This design comes from an exercise in tuning for small area, a short achievable clock period and few clock cycles on the open sky130 flow, not from production work.
The RTL was checked by simulation tests, not by an equivalence proof against the original design.

==> flow/design.v (outline; a module is shown in full before it is edited, if it fits) <==
// module MyDesign: 1123 lines
module MyDesign (
  input   wire dut_run,
  output  reg  dut_busy,
  input   wire reset_b,
  input   wire clk,
  output wire        input_sram_write_enable,
  output wire [11:0] input_sram_write_addresss,
  output wire [15:0] input_sram_write_data,
  output reg  [11:0] input_sram_read_address,
  input  wire [15:0] input_sram_read_data,
  output reg         output_sram_write_enable,
  output reg  [11:0] output_sram_write_addresss,
  output reg  [15:0] output_sram_write_data,
  output wire [11:0] output_sram_read_address,
  input  wire [15:0] output_sram_read_data,
  output reg         scratchpad_sram_write_enable,
  output wire [11:0] scratchpad_sram_write_addresss,
  output wire [15:0] scratchpad_sram_write_data,
  output wire [11:0] scratchpad_sram_read_address,
  input  wire [15:0] scratchpad_sram_read_data,
  output wire        weights_sram_write_enable,
  output wire [11:0] weights_sram_write_addresss,
  output wire [15:0] weights_sram_write_data,
  output wire [11:0] weights_sram_read_address,
  input  wire [15:0] weights_sram_read_data
);
  // ...
==> flow/run.sh <==
#!/bin/bash
# synth_recipe.tcl (not shown) runs the flow's synth.tcl, then flattens the netlist and writes it again
# the make line also repeats each setting of config.mk as NAME=value (left out here)
make -C /OpenROAD-flow-scripts/flow DESIGN_CONFIG=/design/flow/config.mk WORK_HOME=/design/flow/orfs CLKGATE_MAP_FILE= SYNTH_SCRIPT=/design/flow/synth_recipe.tcl finish
==> flow/config.mk <==
export PLATFORM = sky130hd
export DESIGN_NAME = MyDesign
export DESIGN_NICKNAME = MyDesign
export VERILOG_FILES = /design/flow/design.v
export SDC_FILE = /design/flow/constraint.sdc
export NUM_CORES = 4
export LEC_CHECK = 0
export CAP_MARGIN = 20
export CORE_MARGIN = 2
export CORE_UTILIZATION = 40
export SLEW_MARGIN = 20
==> flow/constraint.sdc <==
create_clock -name core_clock -period 10.0 [get_ports {clk}]
set_input_delay 2.0000 -clock core_clock [delete_from_list [all_inputs] [get_ports {clk}]]
set_output_delay 2.0000 -clock core_clock [all_outputs]
set_load 0.01 [all_outputs]
==> impl_metrics.toml, run 1 <==
[run_status]
status = "timing/DRC/antenna clean"

[critical_path]
r2r_setup_slack_ps = 4550
critical_path_class = "register to register"
setup.worst_path.end_class = "register"
slowest_stage = "ha_1"
crit_arrival_ps = 5980
critical_path_depth = 14

[worst_hold_path]
hold_class = "register to register"
hold_end = "wa2[3]"

[clock_tree]
cts_sinks = 551
htree_levels = 3
root_buffer = "clkbuf_16"

[finish]
clkCellAreaFrac_pct = 4.54
syn_to_final_growth_pct = 9.89
seq_area_mm2 = 0.0121
seq_share_pct = 23.8
multi_input_area_mm2 = 0.0304
nClkBuffers = 84
layout_common_cells = "614 x inv_1, 600 x fa_1, 468 x xor2_1, 447 x dfxtp_1, 389 x a22oi_1"
top_register = "K"

[route]
drt-wirelength-per-cell_um = 23.8
wl_um = 145000
met2_length_um = 62200

[global_routing]
grt_max_degree = 35

[timing]
timing.setup.tns_ps = 0
hold_violations = 0
worst_slack_ps = 4550
rsz0062_at_grt = "no"

[synthesis]
netlist.area_leader.share_pct = 26.0
synth_commonest_cells = "614 x inv_1, 600 x fa_1, 468 x xor2_1, 448 x dfxtp_1, 389 x a22oi_1"
syn_avg_cell_area_um2 = 10.0
synth-async-reset-ratio_pct = 0

[place]
dp_cells = 5972

[floorplan]
die_h_um = 344
Testbench counts, summed over its fixed seeds: cycles 34,034.
==> inputs of run 2 (changes only) <==
--- a/flow/design.v
+++ b/flow/design.v
@@ -109,17 +109,16 @@
               if (slast)
                 mode <= M_SIZE;
             end
           end
         end
       endcase
     end
   end
-  reg [7:0] K [0:8];
   reg [5:0] kld;
   reg [2:0] waddr;
   reg [9:0] cacc;           
   reg [15:0] kw;            
   reg [5:0] kacc;
   assign weights_sram_read_address = {9'd0, waddr};
   function [9:0] gneg;      
     input [7:0] k;
@@ -135,91 +134,47 @@
       kld <= {kld[4:0], start};
       kacc <= kld;
       if (mode == M_IDLE)
         waddr <= 3'd0;
       else if (waddr != 3'd4)
         waddr <= waddr + 3'd1;
     end
   end
+  reg [3:0] one0, one1, one2, one3, one4, one5, one6, one7, one8;
+  reg [3:0] two0, two1, two2, two3, two4, two5, two6, two7, two8;
+  reg [3:0] neg0, neg1, neg2, neg3, neg4, neg5, neg6, neg7, neg8;
+  function [3:0] bone;
+    input [7:0] k;
+    bone = {k[6] ^ k[5], k[4] ^ k[3], k[2] ^ k[1], k[0]};
+  endfunction
+  function [3:0] btwo;
+    input [7:0] k;
+    btwo = {(k[7] & ~k[6] & ~k[5]) | (~k[7] & k[6] & k[5]),
+            (k[5] & ~k[4] & ~k[3]) | (~k[5] & k[4] & k[3]),
+            (k[3] & ~k[2] & ~k[1]) | (~k[3] & k[2] & k[1]),
+            k[1] & ~k[0]};
+  endfunction
+  function [3:0] bneg;
+    input [7:0] k;
+    bneg = {k[7] & ~(k[6] & k[5]), k[5] & ~(k[4] & k[3]), k[3] & ~(k[2] & k[1]), k[1]};
+  endfunction
   always @(posedge clk) begin
     if (start) cacc <= 10'd0;
-    if (kld[1]) begin K[0] <= weights_sram_read_data[15:8]; K[1] <= weights_sram_read_data[7:0]; end
-    if (kld[2]) begin K[2] <= weights_sram_read_data[15:8]; K[3] <= weights_sram_read_data[7:0]; end
-    if (kld[3]) begin K[4] <= weights_sram_read_data[15:8]; K[5] <= weights_sram_read_data[7:0]; end
-    if (kld[4]) begin K[6] <= weights_sram_read_data[15:8]; K[7] <= weights_sram_read_data[7:0]; end
-    if (kld[5]) begin K[8] <= weights_sram_read_data[15:8]; end
+    if (kld[1]) begin one0 <= bone(weights_sram_read_data[15:8]); two0 <= btwo(weights_sram_read_data[15:8]); neg0 <= bneg(weights_sram_read_data[15:8]); one1 <= bone(weights_sram_read_data[7:0]); two1 <= btwo(weights_sram_read_data[7:0]); neg1 <= bneg(weights_sram_read_data[7:0]); end
+    if (kld[2]) begin one2 <= bone(weights_sram_read_data[15:8]); two2 <= btwo(weights_sram_read_data[15:8]); neg2 <= bneg(weights_sram_read_data[15:8]); one3 <= bone(weights_sram_read_data[7:0]); two3 <= btwo(weights_sram_read_data[7:0]); neg3 <= bneg(weights_sram_read_data[7:0]); end
+    if (kld[3]) begin one4 <= bone(weights_sram_read_data[15:8]); two4 <= btwo(weights_sram_read_data[15:8]); neg4 <= bneg(weights_sram_read_data[15:8]); one5 <= bone(weights_sram_read_data[7:0]); two5 <= btwo(weights_sram_read_data[7:0]); neg5 <= bneg(weights_sram_read_data[7:0]); end
+    if (kld[4]) begin one6 <= bone(weights_sram_read_data[15:8]); two6 <= btwo(weights_sram_read_data[15:8]); neg6 <= bneg(weights_sram_read_data[15:8]); one7 <= bone(weights_sram_read_data[7:0]); two7 <= btwo(weights_sram_read_data[7:0]); neg7 <= bneg(weights_sram_read_data[7:0]); end
+    if (kld[5]) begin one8 <= bone(weights_sram_read_data[15:8]); two8 <= btwo(weights_sram_read_data[15:8]); neg8 <= bneg(weights_sram_read_data[15:8]); end
     kw <= weights_sram_read_data;
     if (|kacc[4:1])
       cacc <= cacc + gneg(kw[15:8]) + gneg(kw[7:0]);
     else if (kacc[5])
       cacc <= cacc + gneg(kw[15:8]);
   end
-  wire [3:0] one0, one1, one2, one3, one4, one5, one6, one7, one8;
-  wire [3:0] two0, two1, two2, two3, two4, two5, two6, two7, two8;
-  wire [3:0] neg0, neg1, neg2, neg3, neg4, neg5, neg6, neg7, neg8;
-  genvar gi, gd;
-  generate
-    for (gd = 0; gd < 4; gd = gd + 1) begin : booth
-        wire b2_0 = K[0][2*gd+1]; 
-        wire b1_0 = K[0][2*gd]; 
-        wire b0_0 = (gd == 0) ? 1'b0 : K[0][(gd == 0) ? 0 : 2*gd-1]; 
-        assign one0[gd] = b1_0 ^ b0_0; 
-        assign two0[gd] = (b2_0 & ~b1_0 & ~b0_0) | (~b2_0 & b1_0 & b0_0); 
-        assign neg0[gd] = b2_0 & ~(b1_0 & b0_0);
-        wire b2_1 = K[1][2*gd+1]; 
-        wire b1_1 = K[1][2*gd]; 
-        wire b0_1 = (gd == 0) ? 1'b0 : K[1][(gd == 0) ? 0 : 2*gd-1]; 
-        assign one1[gd] = b1_1 ^ b0_1; 
-        assign two1[gd] = (b2_1 & ~b1_1 & ~b0_1) | (~b2_1 & b1_1 & b0_1); 
-        assign neg1[gd] = b2_1 & ~(b1_1 & b0_1);
-        wire b2_2 = K[2][2*gd+1]; 
-        wire b1_2 = K[2][2*gd]; 
-        wire b0_2 = (gd == 0) ? 1'b0 : K[2][(gd == 0) ? 0 : 2*gd-1]; 
-        assign one2[gd] = b1_2 ^ b0_2; 
-        assign two2[gd] = (b2_2 & ~b1_2 & ~b0_2) | (~b2_2 & b1_2 & b0_2); 
-        assign neg2[gd] = b2_2 & ~(b1_2 & b0_2);
-        wire b2_3 = K[3][2*gd+1]; 
-        wire b1_3 = K[3][2*gd]; 
-        wire b0_3 = (gd == 0) ? 1'b0 : K[3][(gd == 0) ? 0 : 2*gd-1]; 
-        assign one3[gd] = b1_3 ^ b0_3; 
-        assign two3[gd] = (b2_3 & ~b1_3 & ~b0_3) | (~b2_3 & b1_3 & b0_3); 
-        assign neg3[gd] = b2_3 & ~(b1_3 & b0_3);
-        wire b2_4 = K[4][2*gd+1]; 
-        wire b1_4 = K[4][2*gd]; 
-        wire b0_4 = (gd == 0) ? 1'b0 : K[4][(gd == 0) ? 0 : 2*gd-1]; 
-        assign one4[gd] = b1_4 ^ b0_4; 
-        assign two4[gd] = (b2_4 & ~b1_4 & ~b0_4) | (~b2_4 & b1_4 & b0_4); 
-        assign neg4[gd] = b2_4 & ~(b1_4 & b0_4);
-        wire b2_5 = K[5][2*gd+1]; 
-        wire b1_5 = K[5][2*gd]; 
-        wire b0_5 = (gd == 0) ? 1'b0 : K[5][(gd == 0) ? 0 : 2*gd-1]; 
-        assign one5[gd] = b1_5 ^ b0_5; 
-        assign two5[gd] = (b2_5 & ~b1_5 & ~b0_5) | (~b2_5 & b1_5 & b0_5); 
-        assign neg5[gd] = b2_5 & ~(b1_5 & b0_5);
-        wire b2_6 = K[6][2*gd+1]; 
-        wire b1_6 = K[6][2*gd]; 
-        wire b0_6 = (gd == 0) ? 1'b0 : K[6][(gd == 0) ? 0 : 2*gd-1]; 
-        assign one6[gd] = b1_6 ^ b0_6; 
-        assign two6[gd] = (b2_6 & ~b1_6 & ~b0_6) | (~b2_6 & b1_6 & b0_6); 
-        assign neg6[gd] = b2_6 & ~(b1_6 & b0_6);
-        wire b2_7 = K[7][2*gd+1]; 
-        wire b1_7 = K[7][2*gd]; 
-        wire b0_7 = (gd == 0) ? 1'b0 : K[7][(gd == 0) ? 0 : 2*gd-1]; 
-        assign one7[gd] = b1_7 ^ b0_7; 
-        assign two7[gd] = (b2_7 & ~b1_7 & ~b0_7) | (~b2_7 & b1_7 & b0_7); 
-        assign neg7[gd] = b2_7 & ~(b1_7 & b0_7);
-        wire b2_8 = K[8][2*gd+1]; 
-        wire b1_8 = K[8][2*gd]; 
-        wire b0_8 = (gd == 0) ? 1'b0 : K[8][(gd == 0) ? 0 : 2*gd-1]; 
-        assign one8[gd] = b1_8 ^ b0_8; 
-        assign two8[gd] = (b2_8 & ~b1_8 & ~b0_8) | (~b2_8 & b1_8 & b0_8); 
-        assign neg8[gd] = b2_8 & ~(b1_8 & b0_8);
-    end
-  endgenerate
   reg dv1, phi1, ph2;
   reg [3:0] w1;
   reg [4:0] pvd, lstd;
   reg [2:0] ed;
   reg [4:0] wa2;
   always @(posedge clk) begin
     if (~reset_b) begin
       dv1 <= 1'b0; pvd <= 5'd0; lstd <= 5'd0; ed <= 3'd0;
@@ -1074,23 +1029,22 @@
   wire uof_116, uof_117; assign {uof_117, uof_116} = {1'b0, uof_81} + {1'b0, uof_82} + {1'b0, uof_40};
   wire uof_118, uof_119; assign {uof_119, uof_118} = {1'b0, uof_83} + {1'b0, uof_84} + {1'b0, uof_44};
   wire uof_120, uof_121; assign {uof_121, uof_120} = {1'b0, uof_85} + {1'b0, uof_86} + {1'b0, uof_48};
   wire uof_122, uof_123; assign {uof_123, uof_122} = {1'b0, uof_87} + {1'b0, uof_88} + {1'b0, uof_52};
   wire uof_124, uof_125; assign {uof_125, uof_124} = {1'b0, uof_89} + {1'b0, uof_90} + {1'b0, uof_56};
   wire uof_126, uof_127; assign {uof_127, uof_126} = {1'b0, uof_91} + {1'b0, uof_92} + {1'b0, uof_60};
   wire uof_128, uof_129; assign {uof_129, uof_128} = {1'b0, uof_93} + {1'b0, uof_94} + {1'b0, 1'b1};
   wire [18:0] uo_s = {1'b1, uof_129, uof_127, uof_125, uof_123, uof_121, uof_119, uof_117, uof_115, uof_113, uof_111, uof_109, uof_107, uof_105, uof_103, uof_101, uof_99, uof_97, uof_96} + {1'b0, uof_95, uof_128, uof_126, uof_124, uof_122, uof_120, uof_118, uof_116, uof_114, uof_112, uof_110, uof_108, uof_106, uof_104, uof_102, uof_100, uof_98, uo_r0_5};
-  wire [6:0] qe = ue_s[18] ? 7'd0 : (|ue_s[17:7]) ? 7'd127 : ue_s[6:0];
-  wire [6:0] qo = uo_s[18] ? 7'd0 : (|uo_s[17:7]) ? 7'd127 : uo_s[6:0];
-  reg  [6:0] qe_r, qo_r, mo;
-  always @(posedge clk) begin
-    qe_r <= qe; qo_r <= qo;
-    mo <= (qe_r > qo_r) ? qe_r : qo_r;
-  end
+  reg  [18:0] se_r, so_r;
+  always @(posedge clk) begin se_r <= ue_s; so_r <= uo_s; end
+  wire [6:0] qe_r = se_r[18] ? 7'd0 : (|se_r[17:7]) ? 7'd127 : se_r[6:0];
+  wire [6:0] qo_r = so_r[18] ? 7'd0 : (|so_r[17:7]) ? 7'd127 : so_r[6:0];
+  reg  [6:0] mo;
+  always @(posedge clk) mo <= (qe_r > qo_r) ? qe_r : qo_r;
   wire ab = qe_r > qo_r, am = qe_r > mo, bm = qo_r > mo;
   wire [6:0] pooled = (ab & am) ? qe_r : (~ab & bm) ? qo_r : mo;
   reg have;
   reg [6:0] held;
   always @(posedge clk) begin
     if (~reset_b) begin
       have <= 1'b0;
       output_sram_write_enable <= 1'b0;
==> flow/config.mk (replaced) <==
export PLATFORM = sky130hd
export DESIGN_NAME = MyDesign
export DESIGN_NICKNAME = MyDesign
export VERILOG_FILES = /design/flow/design.v
export SDC_FILE = /design/flow/constraint.sdc
export NUM_CORES = 4
export LEC_CHECK = 0
export ABC_AREA = 1
export CAP_MARGIN = 20
export CORE_MARGIN = 2
export CORE_UTILIZATION = 50
export SLEW_MARGIN = 20
==> run 2 against run 1 <==
Flip-flop and latch count up 60. Clock skew up 14 ps. Highest routed layer unchanged. Global-route usage up 9.8 points. Non-clock buffer count down 60. Cell area up 1.1%. Fmax up 5.5%. Core utilization up 11 points. Wire length up 15%. Still clean on timing, DRC and antenna. Critical path type unchanged. Setup slack better by 280 ps. Area after synthesis up 1.9%.
==> impl_metrics.toml, run 2 <==
[run_status]
status = "timing/DRC/antenna clean"

[critical_path]
slowest_stage = "clkinv_1"
path_cells = "clkinv_1, xor2_1, fa_1, fa_1, inv_1, fa_1, inv_1, fa_1, inv_1, fa_1"
max_stage_delay_ps = 1010
critPathLaunchType = "register"
cp_top_family = "adder cells"
ff2ff_path_depth = 10
cp_num_buf_inv = 4
setup.worst_path.end_class = "register"
r2r_setup_slack_ps = 4840
worstPathMaxFanout = 14
r2r-end = "ue_r7_5"
crit_arrival_ps = 5670
cp-startpoint = "neg4[0]"
critical_path_class = "register to register"
crit_top_cell = "fa_1"
reg2reg_from = "neg4[0]"
cp.required_ps = 10510

[clock_tree]
clockBufferDepth = 3
postCtsSetupRepairBufs = 0
hold_buffers = 0
root_buffer = "clkbuf_16"
htree_levels = 3
clkLatencyLatePin_ps = 660
cts_tree = "yes"
ctsResizeCount = 0
numCtsBuffers = 69
clk_pin_slew_worst_paths_ps = 60
cts_sinks = 611

[timing]
slew_headroom_pct = 24.5
hold_violations = 0
setup_viol = 0
hold_ws_ps = 326
period_minus_slack_ps = 5160
timing.setup.tns_ps = 0
rsz0062_at_grt = "no"
worst_pin_slew_ps = 1130
fmax_ghz = 0.194
clock_skew_ps = 49.4
fin_crit_sh_pct = 51.6
maxSlewViolCount = 0

[route]
first_pass_iters = 6
drcViolationCount = 0
num_vias = 35500
wl_um = 167000
first_iter_violations = 4511
ant_nets = 0
drt-wirelength-per-cell_um = 26.8
viasPerCell = 5.69

[place]
dp_cells = 6103
hpwl_um = 132000
gp_congestion = 1.05
io_buffers = 120

[global_routing]
grt_pass1_vias = 34400
grt_max_degree = 34
grt_pass1_wl_um = 238000
overflow = 0
antenna_found_initial = 9
grtUsageTotal_pct = 34.3

[finish]
fin_cells = 6231
final_common_cell = "inv_1"
syn_to_final_growth_pct = 8.96
top_regs = "se_r: 19 flops, so_r: 19 flops"
seq_area_mm2 = 0.0136
layout_common_cells = "920 x inv_1, 683 x xor2_1, 600 x fa_1, 504 x o22ai_1, 470 x dfxtp_1"
n_fill_cell = 8552
drive_gt1_share_pct = 4.50
multi_input_area_mm2 = 0.0287
nets = 5732

[synthesis]
syn_area_mm2 = 0.0471
synth_area_leader_cell = "fa_1"
syn_avg_cell_area_um2 = 9.61
syn_inst = 4902
synth.ff_latch_count = 611
synth-async-reset-ratio_pct = 0
synth_most_common_cell = "inv_1"
synth_commonest_cells = "920 x inv_1, 683 x xor2_1, 600 x fa_1, 504 x o22ai_1, 472 x dfxtp_1"
ys_seq_area_share_pct = 28.9
netlist.area_leader.share_pct = 25.5
synth-main-ff-cell = "dfxtp_1"
yosys_warnings = 1
synth_edf_count = 139
synth.area.top_cells = "fa_1 26%, dfxtp_1 20%, xor2_1 13%, edfxtp_1 8.9%, inv_1 7.3%"
synth_cell_types = 55

[floorplan]
die_h_um = 311
start_util_pct = 50.5
die-area_mm2 = 0.0967
core_area_mm2 = 0.0933
num_io_pins = 232
placementRows = 112
dieWidth_um = 311

[worst_hold_path]
hold_end = "wa2[0]"
hold_class = "register to register"
whs_path_depth = 0
hp-start = "w1[0]"

[run]
drv_cap = 0
run 2: cell count changes after synthesis, sizes merged, moves of 53 or more:
cell,delta
o22ai,+498
nor2b,-53
mux2i,-63
inv,+333
nand2b,-54
xnor2,-178
nand2,+264
clkbuf,-190
xor2,+215
a22oi,-388
nand3,+74
a21oi,-79
run 2: cells by family (layout without fill, tap and decap cells):
| group | Yosys count | in the layout | synth area share, % |
|---|---|---|---|
| other cells | 1 | 97 | 0.00796 |
| simple gates | 791 | 791 | 7.24 |
| flops | 611 | 611 | 28.9 |
| fa+ha+maj | 745 | 745 | 29.4 |
| compound gates | 772 | 772 | 9.82 |
| buf+inv | 1256 | 1235 | 11.0 |
| mux | 32 | 32 | 0.765 |
| xor+xnor | 694 | 694 | 12.9 |
run 2: worst max path at each step:
stage | endpoint | slack [ps] | cells past startpoint
floorplan | uo_r7_5 | 6120 | 12
global placement | ue_r7_5 | 5000 | 10
detailed placement | uo_r10_5 | 5020 | 10
CTS | ue_r7_5 | 5010 | 10
global route | ue_r7_5 | 4850 | 10
finish | ue_r7_5 | 4840 | 10
run 2: per-layer routing:
layer  wire length, um  part of all wire (%)  vias up  track usage (%)
met5                23                 0.014        -                0
met4             10100                   6.0        4             17.0
met3             23500                    14      422             13.0
met2             68400                    41     2285             48.8
met1             65200                    39    17400             45.8
li1                  -                     -    15400                -
run 2: stage by stage:
step | cell area [um2] | worst slack, ps | util [%]
floorplan | 47500 | 6120 | -
global placement | 48900 | 5000 | 52.4
detailed placement | 48900 | 5020 | 52.4
CTS | 51300 | 5010 | 55.0
global route | 51300 | 4850 | 55.0
finish | 51300 | 4840 | 55.0
run 2: cell type report:
type,instances,share of cell area (%)
Multi-Input combinational cell,3129,55.9
Timing Repair Buffer,146,2.72
Antenna cell,2,0.00975
Clock inverter,42,1.16
Sequential cell,611,26.6
Clock buffer,84,3.60
Inverter,963,7.04
Tap cell,1254,3.06
Testbench counts of run 2, summed over its fixed seeds: cycles 34,034.
==> inputs of run 3 (changes only) <==
--- a/flow/config.mk
+++ b/flow/config.mk
@@ -8,5 +8,5 @@
 export ABC_AREA = 1
-export CAP_MARGIN = 20
+export CAP_MARGIN = 50
 export CORE_MARGIN = 2
 export CORE_UTILIZATION = 50
-export SLEW_MARGIN = 20
+export SLEW_MARGIN = 70
==> run 3 against run 2 <==
Sequential share of layout area shrank 0.23 points. Clock skew is 14 ps higher. Cell area is 1.0% higher. Flip-flop and latch count unchanged. Via count rose by 0.66%. Core utilization rose by 0.57 points. Setup slack improved by 530 ps. Wire length increased by 0.52%. Cell count rose by 1.0%. Critical path depth up 3. Global-route usage grew 0.21 points. Critical endpoint unchanged. Largest cell class unchanged.
==> impl_metrics.toml, run 3 <==
[run_status]
status = "timing/DRC/antenna clean"

[route]
first_iter_violations = 4791
first_pass_iters = 6
drcViolationCount = 0
ant_nets = 0
wl_um = 168000
viasPerCell = 5.67
num_vias = 35700
drt-wirelength-per-cell_um = 26.7

[critical_path]
crit_top_cell = "fa_1"
setup.worst_path.end_class = "register"
critical_path_class = "register to register"
cp.required_ps = 10520
cp_num_buf_inv = 7
path_cells = "buf_2, buf_2, inv_1, buf_4, xor2_1, fa_1, fa_1, inv_1, fa_1, inv_1, fa_1, inv_1, fa_1"
max_stage_delay_ps = 540
critPathLaunchType = "register"
crit_arrival_ps = 5160
cp_top_family = "adder cells"
slowest_stage = "fa_1"
worstPathMaxFanout = 7

[finish]
syn_to_final_growth_pct = 10.1
n_fill_cell = 8542
top_regs = "se_r: 19 flops, so_r: 19 flops"
layout_common_cells = "802 x inv_1, 666 x xor2_1, 596 x fa_1, 504 x o22ai_1, 456 x dfxtp_1"
nets = 5798
final_common_cell = "inv_1"
final_util_pct = 55.6
drive_gt1_share_pct = 9.35

[global_routing]
antenna_found_initial = 6
grt_pass1_wl_um = 240000
grt-busiest-layer = "met2"
use_met1_pct = 45.8
use_met2_pct = 49.0
grt_max_degree = 33
met3_usage_pct = 13.6
grt_pass1_vias = 35000
grtUsageTotal_pct = 34.5
overflow = 0

[timing]
worst_pin_slew_ps = 526
hold_violations = 0
setup_viol = 0
worst_slack_ps = 5360
fmax_ghz = 0.216
fin_crit_sh_pct = 46.4
slew_headroom_pct = 64.9
timing.setup.tns_ps = 0
rsz0062_at_grt = "no"
period_minus_slack_ps = 4640
clock_skew_ps = 63.2
maxSlewViolCount = 0

[synthesis]
synth_most_common_cell = "inv_1"
synth-async-reset-ratio_pct = 0
synth.area.top_cells = "fa_1 26%, dfxtp_1 20%, xor2_1 13%, edfxtp_1 8.9%, inv_1 7.3%"
synth_cell_types = 55
ys_seq_area_share_pct = 28.9
synth_edf_count = 139
syn_inst = 4902
netlist.area_leader.share_pct = 25.5
synth.ff_latch_count = 611
synth-main-ff-cell = "dfxtp_1"
syn_area_mm2 = 0.0471
synth_area_leader_cell = "fa_1"
synth_commonest_cells = "920 x inv_1, 683 x xor2_1, 600 x fa_1, 504 x o22ai_1, 472 x dfxtp_1"
yosys_warnings = 1
syn_avg_cell_area_um2 = 9.61

[floorplan]
dieWidth_um = 311
num_io_pins = 232
placementRows = 112
die-area_mm2 = 0.0967
die_h_um = 311
start_util_pct = 50.5
core_area_mm2 = 0.0933

[clock_tree]
clockBufferDepth = 3
root_buffer = "clkbuf_16"
cts_tree = "yes"
clk_pin_slew_worst_paths_ps = 60
htree_levels = 3
numCtsBuffers = 68
postCtsSetupRepairBufs = 0
clkLatencyLatePin_ps = 670
cts_sinks = 611
hold_buffers = 0
ctsResizeCount = 0

[place]
io_buffers = 120
gp_congestion = 1.05
hpwl_um = 134000
pre_cts_slack_ps = 5480

[worst_hold_path]
hold_class = "register to register"

[run]
drv_cap = 0
==> run 3: area by class of cell <==
| class | instances | area, um2 | share of cell area, % |
|---|---|---|---|
| multi-input cells | 3129 | 28900 | 55.8 |
| flip-flops and latches | 611 | 13600 | 26.3 |
| repair buffers | 213 | 1820 | 3.51 |
| clock buffers | 91 | 1840 | 3.54 |
| clock inverters | 31 | 393 | 0.758 |
| diodes | 2 | 5.00 | 0.00965 |
| inverters | 963 | 3670 | 7.07 |
| well taps | 1254 | 1570 | 3.03 |
==> run 3: layer usage <==
layer  vias to the layer above  routed length [um]
li1                      15500                   -
met1                     17500               65800
met2                      2253               69000
met3                       413               23300
met4                         4                9840
met5                         -                  27
==> run 3: worst register-to-register path, cell delays in order, from the launching register on <==
cell      delay, ps
edfxtp_1        470
buf_2           240
buf_2           180
inv_1           350
buf_4           300
xor2_1          230
fa_1            480
fa_1            510
inv_1            60
fa_1            540
inv_1            80
fa_1            530
inv_1            50
fa_1            460
==> run 3: cells by family after synthesis <==
logic type	Yosys count	synth area share, %
buffers and inverters	1256	11.0
other	1	0.00796
AO/OA/AOI/OAI	772	9.82
multiplexers	32	0.765
AND/OR/NAND/NOR	791	7.24
XOR/XNOR	694	12.9
adder cells (fa/ha/maj)	745	29.4
flip-flops	611	28.9
==> run 3: metrics by stage <==
stage | std cells | hold slack (ps) | cell area (um2)
floorplan | 4996 | 310 | 47500
global placement | 6103 | 311 | 48900
detailed placement | 6162 | 312 | 49500
CTS | 6284 | 324 | 51700
global route | 6292 | 333 | 51800
finish | 6294 | 323 | 51900
==> run 3: final timing paths <==
kind / startpoint / endpoint / slack [ps] / cells past startpoint
worst min-delay path: phi1 / ph2 / 320 / 0
worst max register to register: neg4[1] / ue_r7_5 / 5360 / 13
worst min register to register: phi1 / ph2 / 320 / 0
worst max-delay path: neg4[1] / ue_r7_5 / 5360 / 13
==> inputs of run 4 (changes only) <==
--- a/flow/config.mk
+++ b/flow/config.mk
@@ -11,2 +11,3 @@
 export CORE_UTILIZATION = 50
+export SETUP_SLACK_MARGIN = 5
 export SLEW_MARGIN = 70
==> run 4 against run 3 <==
Still clean on timing, DRC and antenna. Critical endpoint unchanged. Cell count unchanged. Register-to-register slack hardly changed.
==> impl_metrics.toml, run 4 <==
[route]
first_iter_violations = 4791
viasPerCell = 5.67
ant_nets = 0
wl_um = 168000
first_pass_iters = 6
num_vias = 35700
drt-wirelength-per-cell_um = 26.7
drcViolationCount = 0

[synthesis]
synth-main-ff-cell = "dfxtp_1"
synth_area_leader_cell = "fa_1"
syn_area_mm2 = 0.0471
synth_commonest_cells = "920 x inv_1, 683 x xor2_1, 600 x fa_1, 504 x o22ai_1, 472 x dfxtp_1"
synth.area.top_cells = "fa_1 26%, dfxtp_1 20%, xor2_1 13%, edfxtp_1 8.9%, inv_1 7.3%"
synth-async-reset-ratio_pct = 0
synth_cell_types = 55
syn_avg_cell_area_um2 = 9.61
yosys_warnings = 1
synth.ff_latch_count = 611
synth_most_common_cell = "inv_1"
ys_seq_area_share_pct = 28.9
netlist.area_leader.share_pct = 25.5
synth_edf_count = 139
syn_inst = 4902

[finish]
layout_common_cells = "802 x inv_1, 666 x xor2_1, 596 x fa_1, 504 x o22ai_1, 456 x dfxtp_1"
syn_to_final_growth_pct = 10.1
nets = 5798
top_regs = "se_r: 19 flops, so_r: 19 flops"
drive_gt1_share_pct = 9.35
final_common_cell = "inv_1"

[critical_path]
reg2reg_from = "neg4[1]"
cp_top_family = "adder cells"
critPathLaunchType = "register"
critical_path_class = "register to register"
max_stage_delay_ps = 540
worstPathMaxFanout = 7
cp-startpoint = "neg4[1]"
slowest_stage = "fa_1"
cp.required_ps = 10520
crit_arrival_ps = 5160
ff2ff_path_depth = 13
path_cells = "buf_2, buf_2, inv_1, buf_4, xor2_1, fa_1, fa_1, inv_1, fa_1, inv_1, fa_1, inv_1, fa_1"
cp_num_buf_inv = 7
crit_top_cell = "fa_1"
r2r_setup_slack_ps = 5360
r2r-end = "ue_r7_5"
setup.worst_path.end_class = "register"

[worst_hold_path]
whs_path_depth = 0
hp-start = "phi1"
hold_end = "ph2"
hold_class = "register to register"

[clock_tree]
numCtsBuffers = 68
clkLatencyLatePin_ps = 670
cts_sinks = 611
root_buffer = "clkbuf_16"
clockBufferDepth = 3
cts_tree = "yes"
hold_buffers = 0
postCtsSetupRepairBufs = 0
htree_levels = 3
ctsResizeCount = 0
clk_pin_slew_worst_paths_ps = 60

[timing]
clock_skew_ps = 63.2
maxSlewViolCount = 0
timing.setup.tns_ps = 0
period_minus_slack_ps = 4640
setup_viol = 0
rsz0062_at_grt = "no"
fmax_ghz = 0.216
worst_slack_ps = 5360
hold_violations = 0
slew_headroom_pct = 64.9
worst_pin_slew_ps = 526
fin_crit_sh_pct = 46.4

[floorplan]
die-area_mm2 = 0.0967
dieWidth_um = 311
core_area_mm2 = 0.0933
die_h_um = 311
num_io_pins = 232
start_util_pct = 50.5
placementRows = 112

[global_routing]
grt_pass1_vias = 35000
overflow = 0
antenna_found_initial = 6
grt_pass1_wl_um = 240000
grtUsageTotal_pct = 34.5
grt_max_degree = 33

[place]
io_buffers = 120
pre_cts_slack_ps = 5480
hpwl_um = 134000
gp_congestion = 1.05

[run]
drv_cap = 0

[run_status]
status = "timing/DRC/antenna clean"
[run 4: cell counts after synthesis]
No cell type changed its count.
[run 4: cells by family after synthesis]
| family | share of synthesized area, % |
|---|---|
| compound gates | 9.82 |
| xor+xnor | 12.9 |
| fa+ha+maj | 29.4 |
| buf+inv | 11.0 |
| flops | 28.9 |
| mux | 0.765 |
| other cells | 0.00796 |
| simple gates | 7.24 |
[run 4: area by class of cell]
class	count	area, um2
antenna	2	5.00
multi-input combinational	3129	28900
inverter	963	3670
timing repair buffer	213	1820
sequential	611	13600
tap	1254	1570
clock buffer	91	1840
clock inverter	31	393
fill	8542	41500
[run 4: layer usage]
layer / GRT usage (%) / vias up / routed length, um
li1: - / 15500 / -
met1: 45.8 / 17500 / 65800
met2: 49.0 / 2253 / 69000
met3: 13.6 / 413 / 23300
met4: 16.9 / 4 / 9840
met5: 0 / - / 27
[run 4: worst max-delay path by stage]
| stage | depth (start not counted) | endpoint |
|---|---|---|
| floorplan | 12 | uo_r7_5 |
| global placement | 10 | ue_r7_5 |
| detailed placement | 13 | ue_r7_5 |
| CTS | 13 | ue_r7_5 |
| global route | 13 | ue_r7_5 |
| finish | 13 | ue_r7_5 |
[run 4: stage by stage]
step | utilization (%) | hold WS [ps] | area, um2 | cells
2_1_floorplan | - | 310 | 47500 | 4996
3_3_place_gp | 52.4 | 311 | 48900 | 6103
3_5_place_dp | 53.0 | 312 | 49500 | 6162
4_1_cts | 55.4 | 324 | 51700 | 6284
5_1_grt | 55.6 | 333 | 51800 | 6292
6_report | 55.6 | 323 | 51900 | 6294

[what the ideal ports hide]
The results above use ideal ports. As a check the final layouts listed here were re-extracted and re-timed, cells and wires unchanged.
Step 1, drivers: a clkbuf_16 drives clk and a buf_2 each remaining input, both assumed.
Step 2 also shifts input and output timing later by t, the mid clock arrival at the registers, as if the neighbouring blocks saw the same clock.
Three values: ideal, step 1, step 2; two values: the first two.
run | t (ns) | setup slack, ns | latest minus earliest clock arrival (ns) | slew at the worst register clock pin (ns) | worst slew at a driven data input, ns
run 1 | 0.710 | 4.553 / 4.553 / 4.553 | 0.036 / 0.037 | 0.08 / 0.08 | 0.06
run 2 | 0.708 | 4.836 / 4.836 / 4.836 | 0.050 / 0.049 | 0.07 / 0.07 | 0.04
run 3 | 0.712 | 5.364 / 5.364 / 5.364 | 0.064 / 0.064 | 0.06 / 0.06 | 0.04
run 4 | 0.712 | 5.364 / 5.364 / 5.364 | 0.064 / 0.064 | 0.06 / 0.06 | 0.04
After both steps every run listed still meets setup and hold.
